This design comes from an exercise in tuning for small area and a short achievable clock period on the open sky130 flow, not from production work. Where RTL was checked, it was by simulation tests only, not by an equivalence proof against the original. The RTL of run 1 was laid out without a check of its function. Power figures rest on the tool's default switching activity, not on a simulated workload.

`flow/flow/run.sh`:
```
#!/bin/bash
# The standard layout (standard.sh) with two changes:
#  - synthesis leaves adders to ABC instead of mapping them to the library's
#    full/half-adder cells (ADDER_MAP_FILE empty); registers are unchanged;
#  - the port buffers are the smallest buffer cell instead of a delay cell.
# Each tool's full output is in flow_make.log and orfs/logs/.
set -euo pipefail
bash standard.sh ADDER_MAP_FILE= "BUFFER_PORTS_ARGS=-buffer_cell sky130_fd_sc_hd__buf_1" finish > flow_make.log 2>&1
```
`flow/standard.sh`:
```
#!/bin/bash
# synth_recipe.tcl (not shown) runs the flow's synth.tcl, then flattens the netlist and writes it again
# the make line also repeats each setting of config.mk as NAME=value (left out here)
make -C /OpenROAD-flow-scripts/flow DESIGN_CONFIG=/design/flow/config.mk WORK_HOME=/design/flow/orfs CLKGATE_MAP_FILE= SYNTH_SCRIPT=/design/flow/synth_recipe.tcl "${@:-finish}"
```
`flow/design.v`:
```
module FA (
    input  wire a, b, c,
    output wire s, co
);
    assign s  = a ^ b ^ c;
    assign co = (a & b) | (a & c) | (b & c);
endmodule
module ADDSUB8 (
    input  wire [7:0] A, B,
    input  wire       sub,
    output wire [8:0] s
);
    wire [7:0] bx = B ^ {8{sub}};
    wire [8:0] c;
    assign c[0] = sub;
    genvar i;
    generate
        for (i = 0; i < 8; i = i + 1) begin : g
            FA fa (.a(A[i]), .b(bx[i]), .c(c[i]), .s(s[i]), .co(c[i+1]));
        end
    endgenerate
    assign s[8] = c[8];
endmodule
module MUL8 (
    input  wire [7:0]  A, B,
    output wire [15:0] P
);
    wire pp0_0 = ~(A[0] & B[0]);
    wire pp0_1 = ~(A[1] & B[0]);
    wire pp0_2 = ~(A[2] & B[0]);
    wire pp0_3 = ~(A[3] & B[0]);
    wire pp0_4 = ~(A[4] & B[0]);
    wire pp0_5 = ~(A[5] & B[0]);
    wire pp0_6 = ~(A[6] & B[0]);
    wire pp0_7 = ~(A[7] & B[0]);
    wire pp1_0 = ~(A[0] & B[1]);
    wire pp1_1 = ~(A[1] & B[1]);
    wire pp1_2 = ~(A[2] & B[1]);
    wire pp1_3 = ~(A[3] & B[1]);
    wire pp1_4 = ~(A[4] & B[1]);
    wire pp1_5 = ~(A[5] & B[1]);
    wire pp1_6 = ~(A[6] & B[1]);
    wire pp1_7 = ~(A[7] & B[1]);
    wire pp2_0 = ~(A[0] & B[2]);
    wire pp2_1 = ~(A[1] & B[2]);
    wire pp2_2 = ~(A[2] & B[2]);
    wire pp2_3 = ~(A[3] & B[2]);
    wire pp2_4 = ~(A[4] & B[2]);
    wire pp2_5 = ~(A[5] & B[2]);
    wire pp2_6 = ~(A[6] & B[2]);
    wire pp2_7 = ~(A[7] & B[2]);
    wire pp3_0 = ~(A[0] & B[3]);
    wire pp3_1 = ~(A[1] & B[3]);
    wire pp3_2 = ~(A[2] & B[3]);
    wire pp3_3 = ~(A[3] & B[3]);
    wire pp3_4 = ~(A[4] & B[3]);
    wire pp3_5 = ~(A[5] & B[3]);
    wire pp3_6 = ~(A[6] & B[3]);
    wire pp3_7 = ~(A[7] & B[3]);
    wire pp4_0 = ~(A[0] & B[4]);
    wire pp4_1 = ~(A[1] & B[4]);
    wire pp4_2 = ~(A[2] & B[4]);
    wire pp4_3 = ~(A[3] & B[4]);
    wire pp4_4 = ~(A[4] & B[4]);
    wire pp4_5 = ~(A[5] & B[4]);
    wire pp4_6 = ~(A[6] & B[4]);
    wire pp4_7 = ~(A[7] & B[4]);
    wire pp5_0 = ~(A[0] & B[5]);
    wire pp5_1 = ~(A[1] & B[5]);
    wire pp5_2 = ~(A[2] & B[5]);
    wire pp5_3 = ~(A[3] & B[5]);
    wire pp5_4 = ~(A[4] & B[5]);
    wire pp5_5 = ~(A[5] & B[5]);
    wire pp5_6 = ~(A[6] & B[5]);
    wire pp5_7 = ~(A[7] & B[5]);
    wire pp6_0 = ~(A[0] & B[6]);
    wire pp6_1 = ~(A[1] & B[6]);
    wire pp6_2 = ~(A[2] & B[6]);
    wire pp6_3 = ~(A[3] & B[6]);
    wire pp6_4 = ~(A[4] & B[6]);
    wire pp6_5 = ~(A[5] & B[6]);
    wire pp6_6 = ~(A[6] & B[6]);
    wire pp6_7 = ~(A[7] & B[6]);
    wire pp7_0 = ~(A[0] & B[7]);
    wire pp7_1 = ~(A[1] & B[7]);
    wire pp7_2 = ~(A[2] & B[7]);
    wire pp7_3 = ~(A[3] & B[7]);
    wire pp7_4 = ~(A[4] & B[7]);
    wire pp7_5 = ~(A[5] & B[7]);
    wire pp7_6 = ~(A[6] & B[7]);
    wire pp7_7 = ~(A[7] & B[7]);
    wire s1, c2;
    wire s3, c4;
    wire s6, c7;
    wire s8, c9;
    wire s11, c12;
    wire s13, c14;
    wire s16, c17;
    wire s18, c19;
    wire s21, c22;
    wire s23, c24;
    wire s26, c27;
    wire s29, c30;
    wire s32, c33;
    wire s35, c36;
    wire s38, c39;
    wire s41, c42;
    wire s44, c45;
    wire s47, c48;
    wire s50, c51;
    wire s53, c54;
    wire s56, c57;
    wire s58, c59;
    wire s61, c62;
    wire s64, c65;
    wire s67, c68;
    wire s70, c71;
    wire s73, c74;
    wire s76, c77;
    wire s79, c80;
    wire s82, c83;
    wire s85, c86;
    wire s87, c88;
    wire s90, c91;
    wire s93, c94;
    wire s96, c97;
    wire s99, c100;
    wire s102, c103;
    wire s105, c106;
    wire s108, c109;
    wire s111, c112;
    wire s114, c115;
    wire s117, c118;
    assign s1 = ~(pp0_6 ^ pp1_5);
    assign c2 = pp0_6 | pp1_5;
    FA u5 (.a(pp0_7), .b(pp1_6), .c(pp2_5), .s(s3), .co(c4));
    assign s6 = ~(pp3_4 ^ pp4_3);
    assign c7 = pp3_4 | pp4_3;
    FA u10 (.a(pp1_7), .b(pp2_6), .c(pp3_5), .s(s8), .co(c9));
    assign s11 = ~(pp4_4 ^ pp5_3);
    assign c12 = pp4_4 | pp5_3;
    FA u15 (.a(pp2_7), .b(pp3_6), .c(pp4_5), .s(s13), .co(c14));
    assign s16 = ~(pp0_4 ^ pp1_3);
    assign c17 = pp0_4 | pp1_3;
    FA u20 (.a(pp0_5), .b(pp1_4), .c(pp2_3), .s(s18), .co(c19));
    assign s21 = ~(pp3_2 ^ pp4_1);
    assign c22 = pp3_2 | pp4_1;
    FA u25 (.a(s1), .b(pp2_4), .c(pp3_3), .s(s23), .co(c24));
    FA u28 (.a(pp4_2), .b(pp5_1), .c(pp6_0), .s(s26), .co(c27));
    FA u31 (.a(c2), .b(s3), .c(s6), .s(s29), .co(c30));
    FA u34 (.a(pp5_2), .b(pp6_1), .c(pp7_0), .s(s32), .co(c33));
    FA u37 (.a(c4), .b(c7), .c(s8), .s(s35), .co(c36));
    FA u40 (.a(s11), .b(pp6_2), .c(pp7_1), .s(s38), .co(c39));
    FA u43 (.a(c9), .b(c12), .c(s13), .s(s41), .co(c42));
    FA u46 (.a(pp5_4), .b(pp6_3), .c(pp7_2), .s(s44), .co(c45));
    FA u49 (.a(c14), .b(pp3_7), .c(pp4_6), .s(s47), .co(c48));
    FA u52 (.a(pp5_5), .b(pp6_4), .c(pp7_3), .s(s50), .co(c51));
    FA u55 (.a(pp4_7), .b(pp5_6), .c(pp6_5), .s(s53), .co(c54));
    assign s56 = ~(pp0_3 ^ pp1_2);
    assign c57 = pp0_3 | pp1_2;
    FA u60 (.a(s16), .b(pp2_2), .c(pp3_1), .s(s58), .co(c59));
    FA u63 (.a(c17), .b(s18), .c(s21), .s(s61), .co(c62));
    FA u66 (.a(c19), .b(c22), .c(s23), .s(s64), .co(c65));
    FA u69 (.a(c24), .b(c27), .c(s29), .s(s67), .co(c68));
    FA u72 (.a(c30), .b(c33), .c(s35), .s(s70), .co(c71));
    FA u75 (.a(c36), .b(c39), .c(s41), .s(s73), .co(c74));
    FA u78 (.a(c42), .b(c45), .c(s47), .s(s76), .co(c77));
    FA u81 (.a(c48), .b(c51), .c(s53), .s(s79), .co(c80));
    FA u84 (.a(c54), .b(pp5_7), .c(pp6_6), .s(s82), .co(c83));
    assign s85 = ~(pp0_2 ^ pp1_1);
    assign c86 = pp0_2 | pp1_1;
    FA u89 (.a(s56), .b(pp2_1), .c(pp3_0), .s(s87), .co(c88));
    FA u92 (.a(c57), .b(s58), .c(pp4_0), .s(s90), .co(c91));
    FA u95 (.a(c59), .b(s61), .c(pp5_0), .s(s93), .co(c94));
    FA u98 (.a(c62), .b(s64), .c(s26), .s(s96), .co(c97));
    FA u101 (.a(c65), .b(s67), .c(s32), .s(s99), .co(c100));
    FA u104 (.a(c68), .b(s70), .c(s38), .s(s102), .co(c103));
    FA u107 (.a(c71), .b(s73), .c(s44), .s(s105), .co(c106));
    FA u110 (.a(c74), .b(s76), .c(s50), .s(s108), .co(c109));
    FA u113 (.a(c77), .b(s79), .c(pp7_4), .s(s111), .co(c112));
    FA u116 (.a(c80), .b(s82), .c(pp7_5), .s(s114), .co(c115));
    FA u119 (.a(c83), .b(pp6_7), .c(pp7_6), .s(s117), .co(c118));
    wire [15:0] x = {1'b1, c118, c115, c112, c109, c106, c103, c100, c97, c94, c91, c88, c86, s85, pp0_1, pp0_0};
    wire [15:0] y = {1'b1, pp7_7, s117, s114, s111, s108, s105, s102, s99, s96, s93, s90, s87, pp2_0, pp1_0, 1'b1};
    wire [16:0] t = {x, 1'b1} + {y, 1'b1};
    assign P = ~t[16:1];
endmodule
module DIV8 (
    input  wire [7:0] A, B,
    output wire [7:0] Q
);
    wire [9:0] b1 = {2'b00, B};
    wire [9:0] b2 = {1'b0, B, 1'b0};
    wire [9:0] b3 = b1 + b2;
    wire [7:0] rem [0:4];
    assign rem[4] = A;
    genvar m;
    generate
        for (m = 3; m >= 0; m = m - 1) begin : s
            localparam W = 8 - 2*m;            
            wire [W-1:0] x = rem[m+1][7:2*m];
            wire [W:0] d1; RSUB #(W) u1 (.x(x), .y(b1[W-1:0]), .d(d1));
            wire [W:0] d2; RSUB #(W) u2 (.x(x), .y(b2[W-1:0]), .d(d2));
            wire [W:0] d3; RSUB #(W) u3 (.x(x), .y(b3[W-1:0]), .d(d3));
            wire c1, c2, c3;
            if (W < 10) begin : hz
                assign c1 = ~|b1[9:W] & ~d1[W];
                assign c2 = ~|b2[9:W] & ~d2[W];
                assign c3 = ~|b3[9:W] & ~d3[W];
            end
            assign Q[2*m+1] = c2;
            assign Q[2*m]   = c3 | (c1 & ~c2);
            if (m != 0) begin : r
                wire [W-1:0] nx = c3 ? d3[W-1:0] : c2 ? d2[W-1:0] : c1 ? d1[W-1:0] : x;
                assign rem[m] = {nx, rem[m+1][2*m-1:0]};
            end
        end
    endgenerate
endmodule
module RSUB #(parameter W = 2) (
    input  wire [W-1:0] x, y,
    output wire [W:0]   d
);
    wire [W:0] c;
    assign c[0] = 1'b1;
    genvar j;
    generate
        for (j = 0; j < W; j = j + 1) begin : b
            assign d[j]   = x[j] ^ ~y[j] ^ c[j];
            assign c[j+1] = (x[j] & ~y[j]) | (x[j] & c[j]) | (~y[j] & c[j]);
        end
    endgenerate
    assign d[W] = ~c[W];
endmodule
module ALU_TOP #(parameter inWidth = 8,
                 parameter outWidth = 16)
(
    input wire [inWidth-1 : 0] A,B,
    input wire [3:0] ALU_FUN,
    input CLK, RST,
    output reg Arith_Enable,Logic_Enable,CMP_Enable,Shift_Enable,
    output wire [outWidth-1:0] Arith_OUT,
    output reg Carry_OUT,Arith_Flag,
    output wire [outWidth-1:0] Logic_OUT,
    output reg Logic_Flag,
    output wire [4-1:0] CMP_OUT,
    output reg CMP_Flag,
    output wire [outWidth-1:0] SHIFT_OUT,
    output reg SHIFT_Flag
);
    wire [1:0] op = ALU_FUN[1:0];
    wire       sub = ~Arith_Enable | op[0];
    wire [8:0] s;
    ADDSUB8 u_addsub (.A(A), .B(B), .sub(sub), .s(s));
    wire borrow = ~s[8];
    wire [15:0] prod;
    MUL8 u_mul (.A(A), .B(B), .P(prod));
    wire [7:0] quo;
    DIV8 u_div (.A(A), .B(B), .Q(quo));
    wire bz = ~|B;
    reg [8:0] arith_lo;    
    reg [6:0] arith_hi;    
    always @* begin
        case (op)
            2'b00: begin arith_lo = s;               arith_hi = 7'd0;         end
            2'b01: begin arith_lo = {borrow, s[7:0]}; arith_hi = {7{borrow}}; end
            2'b10: begin arith_lo = prod[8:0];       arith_hi = prod[15:9];   end
            default: begin arith_lo = {bz, quo};     arith_hi = {7{bz}};      end
        endcase
    end
    reg [15:0] arith_q;
    always @(posedge CLK or negedge RST) begin
        if (!RST) begin
            arith_q   <= 16'd0;
            Carry_OUT <= 1'b0;
        end else if (Arith_Enable) begin
            arith_q   <= {arith_hi, arith_lo};
            Carry_OUT <= (op == 2'b00) & s[8];
        end
    end
    assign Arith_OUT = arith_q;
    reg [7:0] logic_lo;
    reg       logic_hi;
    wire [7:0] lres = (op[0] ? (A | B) : (A & B)) ^ {8{op[1]}};
    always @(posedge CLK or negedge RST) begin
        if (!RST) begin
            logic_lo <= 8'd0;
            logic_hi <= 1'b0;
        end else if (Logic_Enable) begin
            logic_lo <= lres;
            logic_hi <= op[1];
        end
    end
    assign Logic_OUT = {{8{logic_hi}}, logic_lo};
    reg [1:0] cmp_q;
    wire ge = s[8];
    wire eq = ~|s[7:0];
    wire gt = ge & ~eq;
    wire lt = ~ge;
    always @(posedge CLK or negedge RST) begin
        if (!RST)
            cmp_q <= 2'd0;
        else if (CMP_Enable) begin
            cmp_q[0] <= (op == 2'b01) ? eq : (op == 2'b11) ? lt : 1'b0;
            cmp_q[1] <= (op == 2'b10) ? gt : (op == 2'b11) ? lt : 1'b0;
        end
    end
    assign CMP_OUT = {2'b00, cmp_q};
    reg  [8:0] shift_q;
    wire [7:0] sx = op[1] ? B : A;
    always @(posedge CLK or negedge RST) begin
        if (!RST)
            shift_q <= 9'd0;
        else if (Shift_Enable)
            shift_q <= op[0] ? {sx, 1'b0} : {2'b00, sx[7:1]};
    end
    assign SHIFT_OUT = {7'd0, shift_q};
    always @(posedge CLK or negedge RST) begin
        if (!RST) begin
            Arith_Enable <= 1'b0;
            Logic_Enable <= 1'b0;
            CMP_Enable   <= 1'b0;
            Shift_Enable <= 1'b0;
            Arith_Flag   <= 1'b0;
            Logic_Flag   <= 1'b0;
            CMP_Flag     <= 1'b0;
            SHIFT_Flag   <= 1'b0;
        end else begin
            Arith_Enable <= (ALU_FUN[3:2] == 2'b00);
            Logic_Enable <= (ALU_FUN[3:2] == 2'b01);
            CMP_Enable   <= (ALU_FUN[3:2] == 2'b10);
            Shift_Enable <= (ALU_FUN[3:2] == 2'b11);
            Arith_Flag   <= Arith_Enable;
            Logic_Flag   <= Logic_Enable;
            CMP_Flag     <= CMP_Enable;
            SHIFT_Flag   <= Shift_Enable;
        end
    end
endmodule
```
`flow/constraint.sdc`:
```
create_clock -name core_clock -period 32.0 [get_ports {CLK}]
set_input_delay 6.4000 -clock core_clock [delete_from_list [all_inputs] [get_ports {CLK}]]
set_output_delay 6.4000 -clock core_clock [all_outputs]
set_load 0.01 [all_outputs]
```
`flow/config.mk`:
```
export PLATFORM = sky130hd
export DESIGN_NAME = ALU_TOP
export DESIGN_NICKNAME = ALU_TOP
export VERILOG_FILES = /design/flow/design.v
export SDC_FILE = /design/flow/constraint.sdc
export NUM_CORES = 4
export LEC_CHECK = 0
export ABC_AREA = 1
export CAP_MARGIN = 20
export CORE_AREA = 10 10 170 170
export CTS_BUF_LIST = sky130_fd_sc_hd__clkbuf_2 sky130_fd_sc_hd__clkbuf_4 sky130_fd_sc_hd__clkbuf_8
export DIE_AREA = 0 0 180 180
export SLEW_MARGIN = 20
```
==> qor.yml, run 1 <==
run_status:
  outcome: "no timing/DRC/antenna violations"
sta:
  fin_crit_sh: 0.3339
  slew_headroom: 0.2920
  setup_viol: 0
  grt_setup_unrepaired: "false"
  fin_worst_skew_ns: 0.007313
  slew_viol_final: 0
  tns_ns: 0
  worst_slew_pin_slew_ns: 1.062
  min_period_ns: 10.69
  hold_viol: 0
  clock.fmax_mhz: 93.58
  hold_ws_ns: 0.4399
setup_path:
  cp_data_arrival_time_ns: 10.92
  max_stage_delay_ns: 0.72
  startpoint_type: "primary input"
  crit_path_max_fanout: 16
  worstSetupPathType: "in2reg"
  critical-path-top-delay-family: "simple AND/OR/NAND/NOR gates"
  cpMaxStageDelayCell: "buf_1"
  critPathBufInv: 5
  rrSetupSlack_ns: 27.62
  cp_common_cell: "nand2_1"
  critPathCaptureType: "flop"
  crit_required_ns: 32.24
synthesis:
  synth_top_family_by_area: "simple AND/OR/NAND/NOR gates"
  synth_cell_type_count: 53
  synth-async-reset-ratio: 1.000
  synth.area.mux_share: 0
  avgSynthCellArea_sq_um: 5.756
  synth.top_cell.area_share: 0.2249
  synthSimpleGateAreaFrac: 0.4322
  yosys_most_used_dff: "dfrtp_1"
  yosysTopAreaCell: "nand2_1"
  synth_fa_ha_area_frac: 0
  netlist_top_cells_area: "nand2_1 22%, dfrtp_1 18%, xor2_1 8.0%, inv_1 6.6%, nor2_1 6.0%"
  synth_compound_area_frac: 0.1619
  synth-xor-area-share: 0.1017
  synth-edff-count: 0
  synthCells: 1105
  yosys_register_bits: 45
  synth_seq_area_share: 0.1771
  yosysWarnings: 2
  synth_area_sq_mm: 0.006360
placement:
  dp.cells: 1474
  hpwl_um: 17070
  finalWeightedCongestion: 0.9046
  portBuffers: 73
floorplanning:
  start_util: 0.2526
  boundaryPins: 83
  core_sq_mm: 0.02518
  dieWidth_um: 180
  die_h_um: 180
  dieArea_sq_mm: 0.03240
  rows: 58
cells_and_area:
  final_layout_size_suffix_gt1_frac: 0.09635
  area.growth.synth_to_final_pct: 9.266
  diodes: 0
  final_util: 0.2760
  final_nets: 1173
  fin_cells: 1482
clock_tree:
  cts_buffer_depth: 2
  hold_buffers: 0
  cts_tree: "yes"
  clk_pin_slew_worst_paths_ns: 0.09
  cts_resized: 0
  htree_levels: 2
  root_buffer: "clkbuf_8"
  clock-sinks: 45
  clock_latency_ns: 0.30
  numCtsBuffers: 5
  cts_setup_buffers: 0
power:
  p_leak_nw: 3.580
  power_density_mw_per_mm2: 38.27
  ir_drop_v: 0.00002727
global_route:
  track_usage: 0.1283
  grt_pass1_wl_um: 34440
  grt_max_degree: 46
  overflow: 0
  grt_pass1_vias: 6334
  antenna_found_initial: 2
route:
  drtPass1Iterations: 5
  drt_iter0_markers: 519
  vias_per_cell: 4.663
  drcViolationCount: 0
  vias: 6910
  ant_nets: 0
  wl_per_cell_um: 14.54
  drt_wl_total_um: 21550
job:
  timing.max_cap.violations: 0
hold_path:
  worstHoldPathType: "reg2reg"
[layer usage]
layer | wire length [um] | vias to the layer above | track usage | share of wire
met5 | 34 | - | 0 | 0.0016
met1 | 9912 | 3087 | 0.1772 | 0.46
met4 | 210 | 4 | 0.02448 | 0.0097
met3 | 1970 | 14 | 0.02791 | 0.091
met2 | 9422 | 239 | 0.2006 | 0.44
li1 | - | 3566 | - | -
[placed cells by master, fill, tap and decap left out, types with 10 or more instances in the layout]
cell type  count
nand2_1      381
inv_1        111
nor2_1       102
buf_1         72
xor2_1        58
o21ai_0       57
nand3_1       56
dfrtp_1       45
a21oi_1       41
nand2_2       28
or2_2         19
o211ai_1      17
xnor2_1       14
inv_2         13
o21ai_1       12
nand4_1       10
or2_1         10
nand3_2       10
[final cells by class]
class | instances | area [sq um]
multi-input combinational | 887 | 4459
clock inverter | 1 | 30.03
inverter | 130 | 488.0
tap | 330 | 412.9
clock buffer | 7 | 90.09
sequential | 45 | 1126
fill | 2824 | 18230
timing repair buffer | 82 | 342.8
[kinds of logic (layout without fill, tap and decap cells)]
family / count (synthesis) / count (layout)
flops: 45 / 45
simple gates: 634 / 634
buf+inv: 181 / 220
other cells: 1 / 9
compound gates: 171 / 171
xor+xnor: 73 / 73
[metrics by stage]
stage | power [mW] | instance area, sq um | setup WS, ns
finish | 0.2659 | 6949 | 21.31
global route | 0.2923 | 6949 | 20.84
global placement | 0.2208 | 6829 | 21.11
floorplan | 0.1876 | 6390 | 22.71
CTS | 0.2679 | 6949 | 21.29
detailed placement | 0.2220 | 6829 | 20.99
[synthesized netlist by cell type, types with 6 or more instances]
cell / instances
nand3_2: 10
buf_4: 21
o21ai_0: 57
a21oi_2: 6
or2_1: 10
a21oi_1: 41
xnor2_1: 14
o211ai_1: 17
or2_2: 19
clkinv_1: 6
nand2_2: 28
nand2_1: 381
dfrtp_1: 45
nor2_2: 6
xor2_1: 58
inv_1: 111
o22ai_1: 6
nand4_1: 10
o21ai_1: 12
buf_2: 13
nand3_1: 56
a31oi_1: 6
clkbuf_1: 12
inv_2: 13
nor2_1: 102
[sequential cells by signal, summed over array words and instances (netlist names)]
register / cells
arith_q: 16
Shift_Enable: 1
logic_hi: 1
cmp_q: 2
CMP_Flag: 1
shift_q: 9
CMP_Enable: 1
logic_lo: 8
Arith_Enable: 1
Logic_Flag: 1
SHIFT_Flag: 1
Carry_OUT: 1
Logic_Enable: 1
Arith_Flag: 1
[path summary, 6_finish.rpt]
path	start	end	cells past startpoint
worst max-delay path	B[3]	arith_q[0]	33
worst min-delay path	Logic_Enable	Logic_Flag	0
worst max register to register	Arith_Enable	cmp_q[1]	20
worst min register to register	Logic_Enable	Logic_Flag	0
max in group asynchronous	RST	Arith_Enable	2
min in group asynchronous	RST	arith_q[11]	2
[power by group]
group,internal [mW],switching [mW]
Clock,0.0263,0.0188
Sequential,0.0655,0.00624
Combinational,0.0505,0.0986
Total,0.142,0.124
==> run 2, diff against run 1 <==
--- a/flow/design.v
+++ b/flow/design.v
@@ -182,8 +182,16 @@
     FA u119 (.a(c83), .b(pp6_7), .c(pp7_6), .s(s117), .co(c118));
     wire [15:0] x = {1'b1, c118, c115, c112, c109, c106, c103, c100, c97, c94, c91, c88, c86, s85, pp0_1, pp0_0};
     wire [15:0] y = {1'b1, pp7_7, s117, s114, s111, s108, s105, s102, s99, s96, s93, s90, s87, pp2_0, pp1_0, 1'b1};
-    wire [16:0] t = {x, 1'b1} + {y, 1'b1};
-    assign P = ~t[16:1];
+    wire [16:0] fc;
+    wire [15:0] ns;
+    assign fc[0] = 1'b1;
+    genvar k;
+    generate
+        for (k = 0; k < 16; k = k + 1) begin : cpa
+            FA fa (.a(x[k]), .b(y[k]), .c(fc[k]), .s(ns[k]), .co(fc[k+1]));
+        end
+    endgenerate
+    assign P = ~ns;
 endmodule
 module DIV8 (
     input  wire [7:0] A, B,
@@ -199,9 +207,9 @@
         for (m = 3; m >= 0; m = m - 1) begin : s
             localparam W = 8 - 2*m;            
             wire [W-1:0] x = rem[m+1][7:2*m];
-            wire [W:0] d1; RSUB #(W) u1 (.x(x), .y(b1[W-1:0]), .d(d1));
-            wire [W:0] d2; RSUB #(W) u2 (.x(x), .y(b2[W-1:0]), .d(d2));
-            wire [W:0] d3; RSUB #(W) u3 (.x(x), .y(b3[W-1:0]), .d(d3));
+            wire [W:0] d1 = {1'b0, x} - {1'b0, b1[W-1:0]};
+            wire [W:0] d2 = {1'b0, x} - {1'b0, b2[W-1:0]};
+            wire [W:0] d3 = {1'b0, x} - {1'b0, b3[W-1:0]};
             wire c1, c2, c3;
             if (W < 10) begin : hz
                 assign c1 = ~|b1[9:W] & ~d1[W];
@@ -217,21 +225,6 @@
         end
     endgenerate
 endmodule
-module RSUB #(parameter W = 2) (
-    input  wire [W-1:0] x, y,
-    output wire [W:0]   d
-);
-    wire [W:0] c;
-    assign c[0] = 1'b1;
-    genvar j;
-    generate
-        for (j = 0; j < W; j = j + 1) begin : b
-            assign d[j]   = x[j] ^ ~y[j] ^ c[j];
-            assign c[j+1] = (x[j] & ~y[j]) | (x[j] & c[j]) | (~y[j] & c[j]);
-        end
-    endgenerate
-    assign d[W] = ~c[W];
-endmodule
 module ALU_TOP #(parameter inWidth = 8,
                  parameter outWidth = 16)
 (
==> flow/flow/run.sh (replaced) <==
#!/bin/bash
set -euo pipefail
here=$(cd "$(dirname "$0")" && pwd)
bash standard.sh ADDER_MAP_FILE= "SYNTH_SCRIPT=$here/synth.tcl" \
  "BUFFER_PORTS_ARGS=-buffer_cell sky130_fd_sc_hd__buf_1" finish > flow_make.log 2>&1
==> flow/flow/abc.script (new file) <==
strash
&get -n
&deepsyn -T 20
&put
dch
map -B 0.9
topo
stime -c
buffer -c
upsize -c
dnsize -c
==> flow/flow/synth.tcl (new file) <==
proc synth {args} { yosys synth -nofsm -noshare {*}$args }
proc abc {args} {
  set i [lsearch -exact $args -script]
  if {$i >= 0} {
    lset args [expr {$i + 1}] [file join [file dirname [info script]] abc.script]
  }
  yosys abc {*}$args
}
source $::env(SCRIPTS_DIR)/synth.tcl
# left out here: clear keep_hierarchy, flatten, clean up, hide names made inside functions, write 1_2_yosys.v
==> run 2 against run 1 <==
  * The run now fails in synthesis
==> qor.yml, run 2 <==
run_status:
  outcome: "stopped before the end"  # was no timing/DRC/antenna violations
  haltStage: "synthesis"
  error: "ERROR: ABC script did not complete successfully"
synthesis:
  yosysWarnings: 2  # unchanged
==> run 3, diff against run 2 <==
==> flow/flow/synth.tcl (replaced) <==
proc synth {args} { yosys synth -nofsm -noshare {*}$args }
set ::flow_abc_script [file join [file dirname [file normalize [info script]]] abc.script]
proc abc {args} {
  set i [lsearch -exact $args -script]
  if {$i >= 0} {
    lset args [expr {$i + 1}] $::flow_abc_script
  }
  yosys abc {*}$args
}
source $::env(SCRIPTS_DIR)/synth.tcl
# left out here: clear keep_hierarchy, flatten, clean up, hide names made inside functions, write 1_2_yosys.v
--- a/flow/config.mk
+++ b/flow/config.mk
@@ -7,7 +7,8 @@
 export LEC_CHECK = 0
 export ABC_AREA = 1
 export CAP_MARGIN = 20
-export CORE_AREA = 10 10 170 170
+export CORE_MARGIN = 2
+export CORE_UTILIZATION = 50
 export CTS_BUF_LIST = sky130_fd_sc_hd__clkbuf_2 sky130_fd_sc_hd__clkbuf_4 sky130_fd_sc_hd__clkbuf_8
-export DIE_AREA = 0 0 180 180
+export PLACE_DENSITY = 0.75
 export SLEW_MARGIN = 20
==> run 3 against run 2 <==
  * The run now finishes clean
==> qor.yml, run 3 <==
run_status:
  outcome: "no timing/DRC/antenna violations"  # was stopped before the end
clock_tree:
  cts_tree: "yes"
  clock-sinks: 45
  hold_buffers: 0
  cts_setup_buffers: 0
  root_buffer: "clkbuf_8"
  cts_resized: 0
  numCtsBuffers: 5
  clk_pin_slew_worst_paths_ns: 0.09
  clock_latency_ns: 0.31
  cts_buffer_depth: 2
  htree_levels: 2
sta:
  clock.fmax_mhz: 99.21
  grt_setup_unrepaired: "false"
  tns_ns: 0
  slew_headroom: 0.3786
  hold_viol: 0
  fin_worst_skew_ns: 0.006763
  fin_crit_sh: 0.3150
  slew_viol_final: 0
  hold_ws_ns: 0.4504
  min_period_ns: 10.08
  worst_slew_pin_slew_ns: 0.9321
  setup_viol: 0
setup_path:
  cpMaxStageDelayCell: "buf_4"
  worstSetupPathType: "in2reg"
  max_stage_delay_ns: 0.27
  cp_common_cell: "nand2_1"
  r2r_cells: 28
  startpoint_type: "primary input"
  crit_required_ns: 32.21
  crit_path_max_fanout: 20
  cp_data_arrival_time_ns: 10.29
  critPathCaptureType: "flop"
synthesis:
  synth-xor-area-share: 0.09590
  synthSimpleGateAreaFrac: 0.4242
  yosysWarnings: 2  # unchanged
  synth_fa_ha_area_frac: 0.01675
  netlist_top_cells_area: "nand2_1 21%, dfrtp_1 19%, nand3_1 6.8%, xor2_1 6.3%, inv_1 5.8%"
  synth_top_family_by_area: "simple AND/OR/NAND/NOR gates"
  synth_compound_area_frac: 0.1541
  avgSynthCellArea_sq_um: 6.000
  yosys_most_used_dff: "dfrtp_1"
  yosysTopAreaCell: "nand2_1"
  synth.top_cell.area_share: 0.2123
  synthCells: 996
  synth.area.mux_share: 0.001884
  synth-async-reset-ratio: 1.000
  yosys_register_bits: 45
  synth_cell_type_count: 52
  synth_seq_area_share: 0.1884
  yosys-top-cells-count: "338 x nand2_1, 92 x inv_1, 81 x nand3_1"
  synth-edff-count: 0
  synth_area_sq_mm: 0.005976
  synthMostInstantiatedCell: "nand2_1"
placement:
  hpwl_um: 14010
  portBuffers: 73
  finalWeightedCongestion: 0.9976
  place_area_sq_mm: 0.006265
  dp.cells: 1188
global_route:
  grt_max_degree: 46
  antenna_found_initial: 0
  grt_pass1_wl_um: 30200
  track_usage: 0.2907
  overflow: 0
  grt_pass1_vias: 6178
power:
  clockPowerShare: 0.195
  seqPwrFrac: 0.262
  ir_drop_v: 0.00002821
  p_leak_nw: 3.305
  p_sw_frac: 0.4540
  netSwitchingPower_uw: 124.0
  power_density_mw_per_mm2: 42.65
  combPwrFrac: 0.543
  p_int_uw: 149.1
cells_and_area:
  layout_commonest_cell: "nand2_1"
  area.growth.synth_to_final_pct: 7.140
  top_regs: "arith_q: 16 flops, shift_q: 9 flops, logic_lo: 8 flops"
  fin_cells: 1196
  largest_register: "arith_q"
  fill_cells: 1230
  final_layout_size_suffix_gt1_frac: 0.09877
  final_nets: 1074
  fin_area_sq_mm: 0.006402
  final_cell_mix: "338 x nand2_1, 92 x inv_1, 81 x nand3_1, 74 x nor2_1, 72 x buf_1"
  largest_register_ffs: 16
  diodes: 0
route:
  wl_per_cell_um: 15.46
  drcViolationCount: 0
  drt_iter0_markers: 558
  vias: 6690
  ant_nets: 0
  drt_wl_total_um: 18490
  drtPass1Iterations: 5
  vias_per_cell: 5.594
job:
  timing.max_cap.violations: 0
floorplanning:
  die_h_um: 113.3
  core_sq_mm: 0.01156
  dieArea_sq_mm: 0.01284
  start_util: 0.5167
  rows: 39
  dieWidth_um: 113.3
  boundaryPins: 83
hold_path:
  worstHoldPathType: "reg2reg"
  holdPathStages: 0
[run 3: through the flow]
| step | setup WS (ns) | total power, mW | util |
|---|---|---|---|
| floorplan | 22.75 | 0.1875 | - |
| global placement | 21.73 | 0.2176 | 0.5417 |
| detailed placement | 21.72 | 0.2193 | 0.5417 |
| CTS | 22.05 | 0.2725 | 0.5536 |
| global route | 21.52 | 0.2970 | 0.5536 |
| finish | 21.92 | 0.2731 | 0.5536 |
[run 3: power groups by stage]
stage,Combinational (mW),Sequential (mW),Clock [mW]
2_1_floorplan,0.111,0.0761,0
6_report,0.148,0.0716,0.0531
3_5_place_dp,0.147,0.0726,0
5_1_grt,0.168,0.0728,0.0559
4_1_cts,0.147,0.0716,0.0534
3_3_place_gp,0.145,0.0727,0
[run 3: cells by family after synthesis]
kind of cell,after synthesis
other,1
multiplexers,1
XOR/XNOR,62
adder cells (fa/ha/maj),10
AO/OA/AOI/OAI,150
buffers and inverters,154
AND/OR/NAND/NOR,573
flip-flops,45
[run 3: final timing paths]
kind	endpoint	slack [ns]	startpoint
max reg2reg	arith_q[11]	27.53	Arith_Enable
min	Logic_Flag	0.45	Logic_Enable
max	arith_q[0]	21.92	B[2]
min in group asynchronous	arith_q[10]	6.16	RST
max in group asynchronous	shift_q[6]	25.45	RST
min reg2reg	Logic_Flag	0.45	Logic_Enable
[run 3: routing by layer]
metal  vias up  part of all wire  routed length [um]  global-route usage
li1       3327                 -                   -                   -
met4         0             0.030                 550             0.08943
met3        46             0.072                1324             0.04071
met5         -                 0                   0                   0
met2       281              0.46                8581              0.4910
met1      3036              0.43                8029              0.3860
[run 3: worst max-delay path, delay by kind of cell]
kind,cells,cell delay [ns]
compound gates,3,0.43
simple gates,30,2.80
buf+inv,4,0.62
[run 3: area by class of cell]
class	count	area [sq um]	share of cell area
clock buffer	5	68.82	0.01075
multi-input combinational	805	4174	0.6519
sequential	45	1126	0.1759
timing repair buffer	87	380.4	0.05941
clock inverter	3	68.82	0.01075
inverter	108	405.4	0.06332
tap	143	178.9	0.02795
==> run 4, diff against run 3 <==
--- a/flow/config.mk
+++ b/flow/config.mk
@@ -8,7 +8,7 @@
 export ABC_AREA = 1
 export CAP_MARGIN = 20
 export CORE_MARGIN = 2
-export CORE_UTILIZATION = 50
+export CORE_UTILIZATION = 70
 export CTS_BUF_LIST = sky130_fd_sc_hd__clkbuf_2 sky130_fd_sc_hd__clkbuf_4 sky130_fd_sc_hd__clkbuf_8
-export PLACE_DENSITY = 0.75
+export PLACE_DENSITY = 0.9
 export SLEW_MARGIN = 20
==> run 4 against run 3 <==
  * Critical path type unchanged
  * Clock power shrank 29%
  * Sequential cell count is the same
  * Count of clock-buffer cells in the layout is the same
  * Fmax shrank 1.9%
  * Synthesized cell count is the same
  * Register-to-register slack lost 0.08 ns
  * Wire length shrank 0.30%
  * Cell count shrank 3.4%
  * Synthesized area is the same
  * Non-clock buffer count shrank 3
  * Power shrank 4.6%
  * Final area shrank 1.8%
==> qor.yml, run 4 <==
floorplanning:
  dieWidth_um: 96.40  # was 113.3 um
  dieArea_sq_mm: 0.009292  # was 0.01284 sq mm
  core_sq_mm: 0.008258  # was 0.01156 sq mm
  start_util: 0.7236  # was 0.5167
  rows: 33  # was 39
  die_h_um: 96.40  # was 113.3 um
  boundaryPins: 83  # unchanged
cells_and_area:
  multi_input_area_sq_mm: 0.004174  # unchanged
  regArea_sq_mm: 0.001126  # unchanged
  top_regs: "arith_q: 16 flops, shift_q: 9 flops, logic_lo: 8 flops"  # unchanged
  layout_commonest_cell: "nand2_1"  # unchanged
  diodes: 0  # unchanged
  final_layout_size_suffix_gt1_frac: 0.09619  # was 0.09877
  final_nets: 1071  # was 1074
  fin_cells: 1155  # was 1196
  final_util: 0.7615  # was 0.5536
  final_cell_mix: "338 x nand2_1, 92 x inv_1, 81 x nand3_1, 74 x nor2_1, 72 x buf_1"  # unchanged
  largest_register_ffs: 16  # unchanged
  fin_area_sq_mm: 0.006289  # was 0.006402 sq mm
  fill_cells: 724  # was 1230
  largest_register: "arith_q"  # unchanged
  area.growth.synth_to_final_pct: 5.234  # was 7.140%
global_route:
  grt_max_degree: 46  # unchanged
  track_usage: 0.4038  # was 0.2907
  grt_pass1_vias: 6237  # was 6178
  antenna_found_initial: 0  # unchanged
  grt_pass1_wl_um: 29160  # was 30200 um
  overflow: 0  # unchanged
synthesis:
  yosys-top-cells-count: "338 x nand2_1, 92 x inv_1, 81 x nand3_1"  # unchanged
  synth_area_sq_mm: 0.005976  # unchanged
  synthCells: 996  # unchanged
  yosysTopAreaCell: "nand2_1"  # unchanged
  synth-edff-count: 0  # unchanged
  netlist_top_cells_area: "nand2_1 21%, dfrtp_1 19%, nand3_1 6.8%, xor2_1 6.3%, inv_1 5.8%"  # unchanged
  yosysWarnings: 2  # unchanged
  avgSynthCellArea_sq_um: 6.000  # unchanged
  synth-async-reset-ratio: 1.000  # unchanged
  yosys_register_bits: 45  # unchanged
  synth_seq_area_share: 0.1884  # unchanged
  synth.top_cell.area_share: 0.2123  # unchanged
  yosys_most_used_dff: "dfrtp_1"  # unchanged
  synthMostInstantiatedCell: "nand2_1"  # unchanged
  synth_cell_type_count: 52  # unchanged
sta:
  clock.fmax_mhz: 97.29  # was 99.21 MHz
  fin_crit_sh: 0.3212  # was 0.3150
  fin_worst_skew_ns: 0.004351  # was 0.006763 ns
  tns_ns: 0  # unchanged
  worst_slew_pin_slew_ns: 0.9566  # was 0.9321 ns
  hold_ws_ns: 0.4770  # was 0.4504 ns
  slew_viol_final: 0  # unchanged
  slew_headroom: 0.3623  # was 0.3786
  hold_viol: 0  # unchanged
  grt_setup_unrepaired: "false"  # unchanged
  setup_viol: 0  # unchanged
  min_period_ns: 10.28  # was 10.08 ns
run_status:
  outcome: "no timing/DRC/antenna violations"  # unchanged
clock_tree:
  cts_tree: "yes"  # unchanged
  cts_resized: 0  # unchanged
  cts_setup_buffers: 0  # unchanged
  root_buffer: "clkbuf_8"  # unchanged
  clk_pin_slew_worst_paths_ns: 0.09  # about the same
  numCtsBuffers: 5  # unchanged
  htree_levels: 2  # unchanged
  clock-sinks: 45  # unchanged
  cts_buffer_depth: 2  # unchanged
  hold_buffers: 0  # unchanged
  clock_latency_ns: 0.31  # about the same
setup_path:
  critPathCaptureType: "flop"  # unchanged
  critPathBufInv: 1  # was 4
  cp_common_cell: "nand2_1"  # unchanged
  cpMaxStageDelayCell: "buf_1"  # was buf_4
  cp_data_arrival_time_ns: 10.48  # was 10.29 ns
  worstSetupPathType: "in2reg"  # unchanged
  crit_required_ns: 32.20  # was 32.21 ns
  critical-path-top-delay-family: "simple AND/OR/NAND/NOR gates"  # unchanged
  startpoint_type: "primary input"  # unchanged
  max_stage_delay_ns: 0.69  # was 0.27 ns
  crit_path_max_fanout: 19  # was 20
route:
  wl_per_cell_um: 15.96  # was 15.46 um
  drt_wl_total_um: 18430  # was 18490 um
  drt_iter0_markers: 636  # was 558
  drcViolationCount: 0  # unchanged
  drtPass1Iterations: 6  # was 5
  vias: 6876  # was 6690
  vias_per_cell: 5.953  # was 5.594
  ant_nets: 0  # unchanged
power:
  power_density_mw_per_mm2: 41.43  # was 42.65 mW/mm^2
  ir_drop_v: 0.00003312  # was 0.00002821 V
  p_leak_nw: 3.266  # was 3.305 nW
placement:
  finalWeightedCongestion: 1.016  # was 0.9976
  place_area_sq_mm: 0.006195  # was 0.006265 sq mm
  hpwl_um: 13770  # was 14010 um
  dp.cells: 1147  # was 1188
  portBuffers: 73  # unchanged
job:
  timing.max_cap.violations: 0  # unchanged
hold_path:
  worstHoldPathType: "reg2reg"  # unchanged
## run 4: power breakdown
part / internal (mW) / leakage (nW) / switching [mW]
registers: 0.0657 / 0.542 / 0.00617
clock network: 0.0158 / 0.0447 / 0.0220
logic: 0.0516 / 2.68 / 0.0992
## run 4: metrics by stage
| stage | setup slack (ns) | power (mW) |
|---|---|---|
| 6_report | 21.72 | 0.2606 |
| 5_1_grt | 21.29 | 0.2844 |
| 4_1_cts | 21.86 | 0.2576 |
| 3_5_place_dp | 21.53 | 0.2200 |
| 3_3_place_gp | 21.64 | 0.2171 |
| 2_1_floorplan | 22.75 | 0.1875 |
## run 4: path summary, 6_finish.rpt
check | start | endpoint | slack [ns] | depth (start not counted)
worst max register to register | Arith_Enable | arith_q[14] | 27.45 | 28
min in group asynchronous | RST | arith_q[15] | 6.16 | 2
worst max-delay path | B[4] | arith_q[0] | 21.72 | 36
worst min register to register | Logic_Enable | Logic_Flag | 0.48 | 0
max in group asynchronous | RST | shift_q[4] | 25.46 | 2
worst min-delay path | Logic_Enable | Logic_Flag | 0.48 | 0
## run 4: routing by layer
metal	GRT usage	vias up	wire length, um	part of all wire
met5	0	-	0	0
met4	0.2089	0	966	0.052
met3	0.06051	82	1776	0.096
met2	0.6620	404	8452	0.46
met1	0.5158	3073	7235	0.39
li1	-	3317	-	-
## run 4: final cells by class
cell class	count	area share
repair buffers	84	0.05690
well taps	105	0.02089
multi-input cells	805	0.6637
flip-flops and latches	45	0.1791
inverters	108	0.06446
clock inverters	3	0.003979
clock buffers	5	0.01094
## run 4: cells by family (layout without fill, tap and decap cells)
| logic type | Yosys count | after routing | share of synthesized area |
|---|---|---|---|
| other cells | 1 | 9 | 0.0006275 |
| flops | 45 | 45 | 0.1884 |
| simple gates | 573 | 573 | 0.4242 |
| mux | 1 | 1 | 0.001884 |
| xor+xnor | 62 | 62 | 0.09590 |
| fa+ha+maj | 10 | 10 | 0.01675 |
| buf+inv | 154 | 200 | 0.1181 |
| compound gates | 150 | 150 | 0.1541 |
==> run 5, diff against run 4 <==
--- a/flow/config.mk
+++ b/flow/config.mk
@@ -7,8 +7,7 @@
 export LEC_CHECK = 0
 export ABC_AREA = 1
 export CAP_MARGIN = 20
-export CORE_MARGIN = 2
-export CORE_UTILIZATION = 70
+export CORE_AREA = 10 10 170 170
 export CTS_BUF_LIST = sky130_fd_sc_hd__clkbuf_2 sky130_fd_sc_hd__clkbuf_4 sky130_fd_sc_hd__clkbuf_8
-export PLACE_DENSITY = 0.9
+export DIE_AREA = 0 0 180 180
 export SLEW_MARGIN = 20
==> run 5 against run 4 <==
  * Global-route usage decreased by 28 points
  * Register-to-register slack about the same
  * Worst setup slack improved by 0.23 ns
  * Wire length increased by 11%
  * Clock skew increased by 0.0054 ns
  * Die area increased to 3.5 times the previous value
  * Critical path depth decreased by 6
  * Via count decreased by 3.5%
  * Sequential power about the same
  * First-iteration DRC count decreased by 21%
  * Synthesized cell count unchanged
  * Fmax increased by 2.3%
==> qor.yml, run 5 <==
cells_and_area:
  final_nets: 1075  # was 1071
  final_layout_size_suffix_gt1_frac: 0.09962  # was 0.09619
  layout_commonest_cell: "nand2_1"  # unchanged
  largest_register: "arith_q"  # unchanged
  largest_register_ffs: 16  # unchanged
  fin_area_sq_mm: 0.006623  # was 0.006289 sq mm
  top_regs: "arith_q: 16 flops, shift_q: 9 flops, logic_lo: 8 flops"  # unchanged
  area.growth.synth_to_final_pct: 10.82  # was 5.234%
  final_cell_mix: "338 x nand2_1, 92 x inv_1, 81 x nand3_1, 74 x nor2_1, 72 x buf_1"  # unchanged
  diodes: 0  # unchanged
sta:
  slew_headroom: 0.3772  # was 0.3623
  fin_crit_sh: 0.3140  # was 0.3212
  grt_setup_unrepaired: "false"  # unchanged
  min_period_ns: 10.05  # was 10.28 ns
  hold_viol: 0  # unchanged
  setup_viol: 0  # unchanged
  tns_ns: 0  # unchanged
  hold_ws_ns: 0.4513  # was 0.4770 ns
  clock.fmax_mhz: 99.52  # was 97.29 MHz
  fin_worst_skew_ns: 0.009708  # was 0.004351 ns
  worst_slew_pin_slew_ns: 0.9343  # was 0.9566 ns
  slew_viol_final: 0  # unchanged
setup_path:
  worstSetupPathType: "in2reg"  # unchanged
  worstReg2RegEnd: "arith_q[14]"  # unchanged
  max_stage_delay_ns: 0.67  # was 0.69 ns
  r2r_cells: 27  # was 28
  rrSetupSlack_ns: 27.46  # was 27.45 ns
  critPathBufInv: 2  # was 1
  critPathCaptureType: "flop"  # unchanged
  startpoint_type: "primary input"  # unchanged
  crit_path_max_fanout: 15  # was 19
  critical-path-top-delay-family: "simple AND/OR/NAND/NOR gates"  # unchanged
  cp_data_arrival_time_ns: 10.24  # was 10.48 ns
  cp.depth: 30  # was 36
  crit_required_ns: 32.20  # about the same
  cp_common_cell: "nand2_1"  # unchanged
  cpMaxStageDelayCell: "buf_1"  # unchanged
  timing.rr.start: "Arith_Enable"  # unchanged
synthesis:
  netlist_top_cells_area: "nand2_1 21%, dfrtp_1 19%, nand3_1 6.8%, xor2_1 6.3%, inv_1 5.8%"  # unchanged
  yosys_register_bits: 45  # unchanged
  synth-async-reset-ratio: 1.000  # unchanged
  synth-edff-count: 0  # unchanged
  yosysTopAreaCell: "nand2_1"  # unchanged
  synth.top_cell.area_share: 0.2123  # unchanged
  yosysWarnings: 2  # unchanged
  yosys-top-cells-count: "338 x nand2_1, 92 x inv_1, 81 x nand3_1"  # unchanged
  avgSynthCellArea_sq_um: 6.000  # unchanged
  synth_seq_area_share: 0.1884  # unchanged
  synthCells: 996  # unchanged
  synthMostInstantiatedCell: "nand2_1"  # unchanged
  synth_cell_type_count: 52  # unchanged
  synth_area_sq_mm: 0.005976  # unchanged
  yosys_most_used_dff: "dfrtp_1"  # unchanged
hold_path:
  hold_start: "Logic_Enable"  # unchanged
  holdPathStages: 0  # unchanged
  min_to: "Logic_Flag"  # unchanged
  worstHoldPathType: "reg2reg"  # unchanged
floorplanning:
  rows: 58  # was 33
  boundaryPins: 83  # unchanged
  dieArea_sq_mm: 0.03240  # was 0.009292 sq mm
  start_util: 0.2373  # was 0.7236
  core_sq_mm: 0.02518  # was 0.008258 sq mm
  die_h_um: 180  # was 96.40 um
  dieWidth_um: 180  # was 96.40 um
run_status:
  outcome: "no timing/DRC/antenna violations"  # unchanged
clock_tree:
  clock_latency_ns: 0.31  # about the same
  hold_buffers: 0  # unchanged
  cts_buffer_depth: 2  # unchanged
  cts_tree: "yes"  # unchanged
  root_buffer: "clkbuf_8"  # unchanged
  cts_resized: 0  # unchanged
  clk_pin_slew_worst_paths_ns: 0.09  # about the same
  clock-sinks: 45  # unchanged
  numCtsBuffers: 5  # unchanged
  htree_levels: 2  # unchanged
  cts_setup_buffers: 0  # unchanged
route:
  ant_nets: 0  # unchanged
  vias: 6638  # was 6876
  drt_iter0_markers: 504  # was 636
  drcViolationCount: 0  # unchanged
  drt_wl_total_um: 20440  # was 18430 um
  drtPass1Iterations: 5  # was 6
  wl_per_cell_um: 14.77  # was 15.96 um
  vias_per_cell: 4.796  # was 5.953
global_route:
  track_usage: 0.1223  # was 0.4038
  grt_pass1_wl_um: 33260  # was 29160 um
  antenna_found_initial: 0  # unchanged
  grt_pass1_vias: 6320  # was 6237
  overflow: 0  # unchanged
  grt_max_degree: 46  # unchanged
placement:
  portBuffers: 73  # unchanged
  hpwl_um: 15990  # was 13770 um
  place_area_sq_mm: 0.006506  # was 0.006195 sq mm
  finalWeightedCongestion: 0.9004  # was 1.016
power:
  power_density_mw_per_mm2: 40.26  # was 41.43 mW/mm^2
  p_leak_nw: 3.300  # was 3.266 nW
  ir_drop_v: 0.00001762  # was 0.00003312 V
  power_uw: 266.7  # was 260.6 uW
job:
  timing.max_cap.violations: 0  # unchanged
## run 5: cell counts after synthesis
No cell type changed its count.
## run 5: per-layer routing
| layer | track usage | wire length (um) |
|---|---|---|
| met5 | 0 | 0 |
| met4 | 0.03837 | 614 |
| met3 | 0.02048 | 1282 |
| met2 | 0.2106 | 9859 |
| met1 | 0.1517 | 8684 |
## run 5: how the worst max path moves through the flow
stage	from	to	slack, ns
floorplan	B[5]	arith_q[0]	22.75
global placement	B[7]	arith_q[0]	21.75
detailed placement	A[2]	arith_q[15]	21.69
CTS	A[2]	arith_q[15]	22.00
global route	A[2]	arith_q[15]	21.48
finish	A[2]	arith_q[15]	21.95
## run 5: power by group
part / total, mW / leakage, nW / switching (mW) / internal, mW
Clock: 0.0458 / 0.0591 / 0.0219 / 0.0238
Combinational: 0.149 / 2.70 / 0.0970 / 0.0520
Sequential: 0.0719 / 0.542 / 0.00614 / 0.0657
Total: 0.267 / 3.30 / 0.125 / 0.142
## run 5: logic make-up after synthesis
| group | after synthesis | share of synthesized area |
|---|---|---|
| buffers and inverters | 154 | 0.1181 |
| and+or+nand+nor | 573 | 0.4242 |
| AOI/OAI and AO/OA | 150 | 0.1541 |
| other | 1 | 0.0006275 |
| muxes | 1 | 0.001884 |
| xor gates and xnor gates | 62 | 0.09590 |
| adders and majority gates | 10 | 0.01675 |
| DFF | 45 | 0.1884 |
## run 5: final cells by class
class | count | area, sq um
tap | 330 | 412.9
timing repair buffer | 88 | 387.9
clock buffer | 5 | 68.82
clock inverter | 3 | 47.55
inverter | 108 | 405.4
fill | 2868 | 18560
sequential | 45 | 1126
multi-input combinational | 805 | 4174
## run 5: per-stage QoR
step	util	setup WS (ns)	cells
after floorplan	-	22.75	1004
after global placement	0.2584	21.75	1376
after detailed placement	0.2584	21.69	1376
after CTS	0.2630	22.00	1384
after global routing	0.2630	21.48	1384
final	0.2630	21.95	1384
==> run 6, diff against run 5 <==
==> flow/flow/abc.script (replaced) <==
strash
&get -n
&deepsyn -T 20
&put
dch
map -B 0.9
topo
stime -c
upsize -c
dnsize -c
==> run 6 against run 5 <==
  * Still clean on timing, DRC and antenna
  * Wire length rose by 0.79%
  * Cell count about the same
  * Via count fell by 0.42%
  * Sequential power about the same
  * Sequential share of layout area hardly changed
  * Combinational power barely moved
  * First-iteration DRC count shrank 14%
  * Sequential cell count unchanged
  * Die area is the same
  * Critical path depth grew 7
  * Largest cell class unchanged
  * Largest power group unchanged
==> qor.yml, run 6 <==
synthesis:
  synth_area_sq_mm: 0.005821  # was 0.005976 sq mm
  synth-edff-count: 0  # unchanged
  netlist_top_cells_area: "nand2_1 22%, dfrtp_1 19%, nand3_1 6.7%, xor2_1 6.5%, clkinv_1 5.1%"  # was nand2_1 21%, dfrtp_1 19%, nand3_1 6.8%, xor2_1 6.3%, inv_1 5.8%
  yosysWarnings: 2  # unchanged
  synthCells: 967  # was 996
  yosys_register_bits: 45  # unchanged
  avgSynthCellArea_sq_um: 6.019  # was 6.000 sq um
  synth_cell_type_count: 49  # was 52
  synthMostInstantiatedCell: "nand2_1"  # unchanged
  yosys_most_used_dff: "dfrtp_1"  # unchanged
  synth.top_cell.area_share: 0.2154  # was 0.2123
  synth_seq_area_share: 0.1935  # was 0.1884
  synth-async-reset-ratio: 1.000  # unchanged
  yosys-top-cells-count: "334 x nand2_1, 79 x clkinv_1, 78 x nand3_1"  # was 338 x nand2_1, 92 x inv_1, 81 x nand3_1
  yosysTopAreaCell: "nand2_1"  # unchanged
setup_path:
  worstSetupPathType: "in2reg"  # unchanged
  crit_path_max_fanout: 14  # was 15
  cp_common_cell: "nand2_1"  # unchanged
  timing.rr.start: "Arith_Enable"  # unchanged
  critPathCaptureType: "flop"  # unchanged
  crit_required_ns: 32.19  # was 32.20 ns
  critical-path-top-delay-family: "simple AND/OR/NAND/NOR gates"  # unchanged
  critPathBufInv: 4  # was 2
  max_stage_delay_ns: 0.39  # was 0.67 ns
  startpoint_type: "primary input"  # unchanged
  cp_data_arrival_time_ns: 10.41  # was 10.24 ns
  cpMaxStageDelayCell: "nor2_1"  # was buf_1
  crit_path_start: "B[7]"  # was A[2]
floorplanning:
  dieArea_sq_mm: 0.03240  # unchanged
  die_h_um: 180  # unchanged
  dieWidth_um: 180  # unchanged
  core_sq_mm: 0.02518  # unchanged
  rows: 58  # unchanged
  boundaryPins: 83  # unchanged
  start_util: 0.2311  # was 0.2373
sta:
  slew_viol_final: 0  # unchanged
  setup_viol: 0  # unchanged
  grt_setup_unrepaired: "false"  # unchanged
  hold_ws_ns: 0.4449  # was 0.4513 ns
  fin_crit_sh: 0.3192  # was 0.3140
  fin_worst_skew_ns: 0.007374  # was 0.009708 ns
  slew_headroom: 0.4338  # was 0.3772
  clock.fmax_mhz: 97.92  # was 99.52 MHz
  worst_slew_pin_slew_ns: 0.8493  # was 0.9343 ns
  tns_ns: 0  # unchanged
  min_period_ns: 10.21  # was 10.05 ns
  hold_viol: 0  # unchanged
job:
  timing.max_cap.violations: 0  # unchanged
power:
  p_leak_nw: 3.032  # was 3.300 nW
  power_density_mw_per_mm2: 39.49  # was 40.26 mW/mm^2
  ir_drop_v: 0.00001705  # was 0.00001762 V
placement:
  hpwl_um: 16090  # was 15990 um
  portBuffers: 73  # unchanged
  finalWeightedCongestion: 0.9323  # was 0.9004
  place_area_sq_mm: 0.006531  # was 0.006506 sq mm
clock_tree:
  clock_latency_ns: 0.30  # was 0.31 ns
  hold_buffers: 0  # unchanged
  numCtsBuffers: 5  # unchanged
  cts_tree: "yes"  # unchanged
  clk_pin_slew_worst_paths_ns: 0.09  # about the same
  htree_levels: 2  # unchanged
  cts_buffer_depth: 2  # unchanged
  clock-sinks: 45  # unchanged
  cts_resized: 0  # unchanged
  cts_setup_buffers: 0  # unchanged
  root_buffer: "clkbuf_8"  # unchanged
global_route:
  grt_pass1_wl_um: 32850  # was 33260 um
  overflow: 0  # unchanged
  track_usage: 0.1219  # was 0.1223
  grt_max_degree: 46  # unchanged
  antenna_found_initial: 0  # unchanged
  grt_pass1_vias: 6154  # was 6320
route:
  wl_met1_um: 9209  # was 8684 um
  drt_iter0_markers: 435  # was 504
  drt_wl_total_um: 20600  # was 20440 um
  ant_nets: 0  # unchanged
  vias_per_cell: 4.773  # was 4.796
  routed.top_layer: "met4"  # unchanged
  wl_per_cell_um: 14.87  # was 14.77 um
  drcViolationCount: 0  # unchanged
  drtPass1Iterations: 5  # unchanged
  met2_length_um: 9929  # was 9859 um
  vias: 6610  # was 6638
  wl_met3_um: 1153  # was 1282 um
run_status:
  outcome: "no timing/DRC/antenna violations"  # unchanged
cells_and_area:
  fill_cells: 2874  # was 2868
  area.growth.synth_to_final_pct: 13.87  # was 10.82%
  largest_register_ffs: 16  # unchanged
  layout_commonest_cell: "nand2_1"  # unchanged
  final_layout_size_suffix_gt1_frac: 0.1128  # was 0.09962
  regArea_sq_mm: 0.001126  # unchanged
  top_regs: "arith_q: 16 flops, shift_q: 9 flops, logic_lo: 8 flops"  # unchanged
  multi_input_area_sq_mm: 0.004187  # was 0.004174 sq mm
  diodes: 0  # unchanged
  final_cell_mix: "334 x nand2_1, 79 x clkinv_1, 78 x nand3_1, 74 x nor2_1, 72 x buf_1"  # was 338 x nand2_1, 92 x inv_1, 81 x nand3_1, 74 x nor2_1, 72 x buf_1
  fin_area_sq_mm: 0.006628  # was 0.006623 sq mm
  final_nets: 1076  # was 1075
  largest_register: "arith_q"  # unchanged
hold_path:
  worstHoldPathType: "reg2reg"  # unchanged
  hold_start: "Logic_Enable"  # unchanged
==> run 6: cell count changes in the layout (fill, tap and decap cells not counted), sizes merged <==
cell / before / now
bufinv: 1 / 0
clkbuf: 6 / 7
inv: 107 / 29
buf: 87 / 88
clkinv: 3 / 81
==> run 6: cells by family after synthesis <==
logic type,after synthesis,synth area share
and+or+nand+nor,573,0.4409
AOI/OAI and AO/OA,150,0.1589
buffers and inverters,125,0.09243
DFF,45,0.1935
adders and majority gates,10,0.01720
other,1,0.0006443
muxes,1,0.001935
xor gates and xnor gates,62,0.09458
==> run 6: path summary, 6_finish.rpt <==
kind	to	slack (ns)	cells past startpoint
max in group asynchronous	logic_hi	25.42	2
hold reg to reg	Logic_Flag	0.44	0
hold / removal	Logic_Flag	0.44	0
setup reg to reg	arith_q[14]	28.05	29
setup / recovery	arith_q[0]	21.79	37
min in group asynchronous	arith_q[9]	6.15	2
==> run 6: layout make-up <==
cell class / instances / share of cell area
multi-input combinational: 805 / 0.6317
sequential: 45 / 0.1699
tap: 330 / 0.06230
inverter: 108 / 0.06192
timing repair buffer: 89 / 0.05966
clock buffer: 6 / 0.01246
clock inverter: 2 / 0.002077
==> run 6: metrics by stage <==
step           instances    util  power (mW)  setup WS, ns
4_1_cts             1385  0.2632      0.2630         21.86
6_report            1385  0.2632      0.2617         21.79
2_1_floorplan        975       -      0.1838         22.69
3_3_place_gp        1377  0.2594      0.2225         21.68
3_5_place_dp        1377  0.2594      0.2242         21.54
5_1_grt             1385  0.2632      0.2870         21.26
==> run 6: power breakdown <==
| group | leakage, nW | internal (mW) | switching (mW) |
|---|---|---|---|
| logic | 2.44 | 0.0524 | 0.0994 |
| clock network | 0.0512 | 0.0175 | 0.0207 |
| registers | 0.542 | 0.0658 | 0.00590 |
| total | 3.03 | 0.136 | 0.126 |
==> run 6: per-layer routing <==
| layer | global-route usage | vias to the layer above |
|---|---|---|
| met5 | 0 | - |
| met4 | 0.02580 | 0 |
| met1 | 0.1555 | 3056 |
| met2 | 0.2106 | 202 |
| li1 | - | 3331 |
| met3 | 0.01968 | 21 |
==> run 7, diff against run 6 <==
==> flow/flow/abc.script (replaced) <==
strash
&get -n
&deepsyn -T 20
&put
dch
map -B 0.9
topo
stime -c
buffer -c
upsize -c
dnsize -c
--- a/flow/config.mk
+++ b/flow/config.mk
@@ -10,4 +10,5 @@
 export CORE_AREA = 10 10 170 170
 export CTS_BUF_LIST = sky130_fd_sc_hd__clkbuf_2 sky130_fd_sc_hd__clkbuf_4 sky130_fd_sc_hd__clkbuf_8
 export DIE_AREA = 0 0 180 180
+export GPL_TIMING_DRIVEN = 0
 export SLEW_MARGIN = 20
==> run 7 against run 6 <==
  * Still clean
  * Die area unchanged
  * Global-route usage increased by 0.19 points
  * First-iteration DRC count increased by 17%
  * Sequential cell count unchanged
==> qor.yml, run 7 <==
run_status:
  outcome: "no timing/DRC/antenna violations"  # unchanged
clock_tree:
  hold_buffers: 0  # unchanged
  numCtsBuffers: 5  # unchanged
  clock-sinks: 45  # unchanged
  clk_pin_slew_worst_paths_ns: 0.10  # was 0.09 ns
  root_buffer: "clkbuf_8"  # unchanged
  cts_tree: "yes"  # unchanged
  cts_resized: 0  # unchanged
  cts_setup_buffers: 0  # unchanged
  htree_levels: 2  # unchanged
  clock_latency_ns: 0.31  # was 0.30 ns
  cts_buffer_depth: 2  # unchanged
setup_path:
  worstSetupPathType: "in2reg"  # unchanged
  cp_data_arrival_time_ns: 10.31  # was 10.41 ns
  cpMaxStageDelayCell: "nor2_2"  # was nor2_1
  crit_path_max_fanout: 7  # was 14
  timing.rr.start: "Arith_Enable"  # unchanged
  critPathCaptureType: "flop"  # unchanged
  r2r_cells: 28  # was 29
  max_stage_delay_ns: 0.33  # was 0.39 ns
  startpoint_type: "primary input"  # unchanged
  rrSetupSlack_ns: 28.14  # was 28.05 ns
  worstReg2RegEnd: "arith_q[10]"  # was arith_q[14]
  crit_required_ns: 32.19  # about the same
  crit_path_start: "B[6]"  # was B[7]
  cp-endpoint: "arith_q[0]"  # unchanged
  cp_common_cell: "nand2_1"  # unchanged
power:
  seqPwrFrac: 0.264  # was 0.274
  p_sw_frac: 0.4673  # was 0.4817
  netSwitchingPower_uw: 126.6  # was 126.1 uW
  clockPowerShare: 0.166  # was 0.146
  p_int_uw: 144.3  # was 135.7 uW
  power_density_mw_per_mm2: 39.73  # was 39.49 mW/mm^2
  ir_drop_v: 0.00001836  # was 0.00001705 V
  combPwrFrac: 0.570  # was 0.580
  power_uw: 270.9  # was 261.7 uW
  p_leak_nw: 3.420  # was 3.032 nW
synthesis:
  synth-async-reset-ratio: 1.000  # unchanged
  avgSynthCellArea_sq_um: 6.000  # was 6.019 sq um
  yosys-top-cells-count: "338 x nand2_1, 92 x inv_1, 81 x nand3_1"  # was 334 x nand2_1, 79 x clkinv_1, 78 x nand3_1
  synthMostInstantiatedCell: "nand2_1"  # unchanged
  netlist_top_cells_area: "nand2_1 21%, dfrtp_1 19%, nand3_1 6.8%, xor2_1 6.3%, inv_1 5.8%"  # was nand2_1 22%, dfrtp_1 19%, nand3_1 6.7%, xor2_1 6.5%, clkinv_1 5.1%
  synth.top_cell.area_share: 0.2123  # was 0.2154
  yosysTopAreaCell: "nand2_1"  # unchanged
  synthCells: 996  # was 967
  synth-edff-count: 0  # unchanged
  synth_area_sq_mm: 0.005976  # was 0.005821 sq mm
  yosys_most_used_dff: "dfrtp_1"  # unchanged
  yosysWarnings: 2  # unchanged
  synth_seq_area_share: 0.1884  # was 0.1935
  yosys_register_bits: 45  # unchanged
  synth_cell_type_count: 52  # was 49
global_route:
  track_usage: 0.1238  # was 0.1219
  overflow: 0  # unchanged
  grt_max_degree: 29  # was 46
  antenna_found_initial: 2  # was 0
  grt_pass1_vias: 6210  # was 6154
  grt_pass1_wl_um: 33190  # was 32850 um
sta:
  min_period_ns: 10.12  # was 10.21 ns
  tns_ns: 0  # unchanged
  hold_viol: 0  # unchanged
  fin_worst_skew_ns: 0.01566  # was 0.007374 ns
  clock.fmax_mhz: 98.78  # was 97.92 MHz
  setup_viol: 0  # unchanged
  fin_crit_sh: 0.3164  # was 0.3192
  slew_viol_final: 0  # unchanged
  worst_slew_pin_slew_ns: 0.8680  # was 0.8493 ns
  grt_setup_unrepaired: "false"  # unchanged
  slew_headroom: 0.4213  # was 0.4338
route:
  drtPass1Iterations: 6  # was 5
  drt_wl_total_um: 21190  # was 20600 um
  wl_per_cell_um: 14.99  # was 14.87 um
  drt_iter0_markers: 508  # was 435
  ant_nets: 0  # unchanged
  vias: 6665  # was 6610
  vias_per_cell: 4.717  # was 4.773
  drcViolationCount: 0  # unchanged
cells_and_area:
  layout_commonest_cell: "nand2_1"  # unchanged
  final_cell_mix: "338 x nand2_1, 92 x inv_1, 81 x nand3_1, 74 x nor2_1, 68 x buf_1"  # was 334 x nand2_1, 79 x clkinv_1, 78 x nand3_1, 74 x nor2_1, 72 x buf_1
  final_layout_size_suffix_gt1_frac: 0.1165  # was 0.1128
  largest_register: "arith_q"  # unchanged
  area.growth.synth_to_final_pct: 14.09  # was 13.87%
  largest_register_ffs: 16  # unchanged
  final_nets: 1103  # was 1076
  top_regs: "arith_q: 16 flops, shift_q: 9 flops, logic_lo: 8 flops"  # unchanged
floorplanning:
  dieWidth_um: 180  # unchanged
  boundaryPins: 83  # unchanged
  core_sq_mm: 0.02518  # unchanged
  start_util: 0.2373  # was 0.2311
  dieArea_sq_mm: 0.03240  # unchanged
  rows: 58  # unchanged
  die_h_um: 180  # unchanged
job:
  timing.max_cap.violations: 0  # unchanged
placement:
  portBuffers: 69  # was 73
  hpwl_um: 17060  # was 16090 um
  finalWeightedCongestion: 0.9020  # was 0.9323
hold_path:
  worstHoldPathType: "reg2reg"  # unchanged
-- run 7: stage by stage --
stage            util  hold slack (ns)  area, sq um  worst slack [ns]  instances
2_1_floorplan       -           0.4601         6006             22.75       1004
3_3_place_gp   0.2652           0.4284         6678             21.66       1403
3_5_place_dp   0.2660           0.4301         6699             21.68       1404
4_1_cts        0.2706           0.4529         6815             21.99       1412
5_1_grt        0.2707           0.4688         6818             21.46       1413
6_report       0.2707           0.4501         6818             21.88       1413
-- run 7: power by group through the flow --
stage / Sequential [mW] / Combinational [mW] / Clock [mW]
floorplan: 0.0761 / 0.111 / 0
global placement: 0.0727 / 0.151 / 0
detailed placement: 0.0728 / 0.154 / 0
CTS: 0.0716 / 0.155 / 0.0458
global route: 0.0727 / 0.174 / 0.0488
finish: 0.0716 / 0.154 / 0.0450
-- run 7: cell type report --
type / instances / area (sq um)
flip-flops and latches: 45 / 1126
clock inverters: 3 / 47.55
fillers: 2846 / 18360
well taps: 330 / 412.9
inverters: 108 / 405.4
clock buffers: 5 / 68.82
multi-input cells: 805 / 4174
plain buffers: 46 / 300.3
repair buffers: 70 / 280.3
diodes: 1 / 2.502
-- run 7: worst min-delay path by stage --
stage | from | end | slack (ns) | cells past startpoint
after floorplan | Logic_Enable | Logic_Flag | 0.46 | 0
after global placement | Logic_Enable | Logic_Flag | 0.43 | 0
after detailed placement | Logic_Enable | Logic_Flag | 0.43 | 0
after CTS | Logic_Enable | Logic_Flag | 0.45 | 0
after global routing | Logic_Enable | Logic_Flag | 0.47 | 0
final | Logic_Enable | Logic_Flag | 0.45 | 0
-- run 7: kinds of logic after synthesis --
| group | after synthesis | synth area share |
|---|---|---|
| flip-flops | 45 | 0.1884 |
| buffers and inverters | 154 | 0.1181 |
| adder cells (fa/ha/maj) | 10 | 0.01675 |
| other | 1 | 0.0006275 |
| XOR/XNOR | 62 | 0.09590 |
| multiplexers | 1 | 0.001884 |
| AND/OR/NAND/NOR | 573 | 0.4242 |
| AO/OA/AOI/OAI | 150 | 0.1541 |
-- run 7: per-layer routing --
layer  part of all wire  global-route usage
met1               0.43              0.1476
met2               0.49              0.2199
met3              0.061             0.02470
met4              0.023             0.03341
met5            0.00094                   0
-- run 7: worst max-delay path, delay by kind of cell --
kind / cells / cell delay (ns)
compound gates: 3 / 0.31
buf+inv: 1 / 0.19
simple gates: 31 / 3.42

Re-timed with assumed drivers on the ports (clkbuf_16 on the clock, buf_2 on other inputs), run 7 has 21.880 ns of setup slack against 21.876 ns with ideal ports, and 21.549 ns once port delays also move by the mid clock arrival of 0.331 ns.
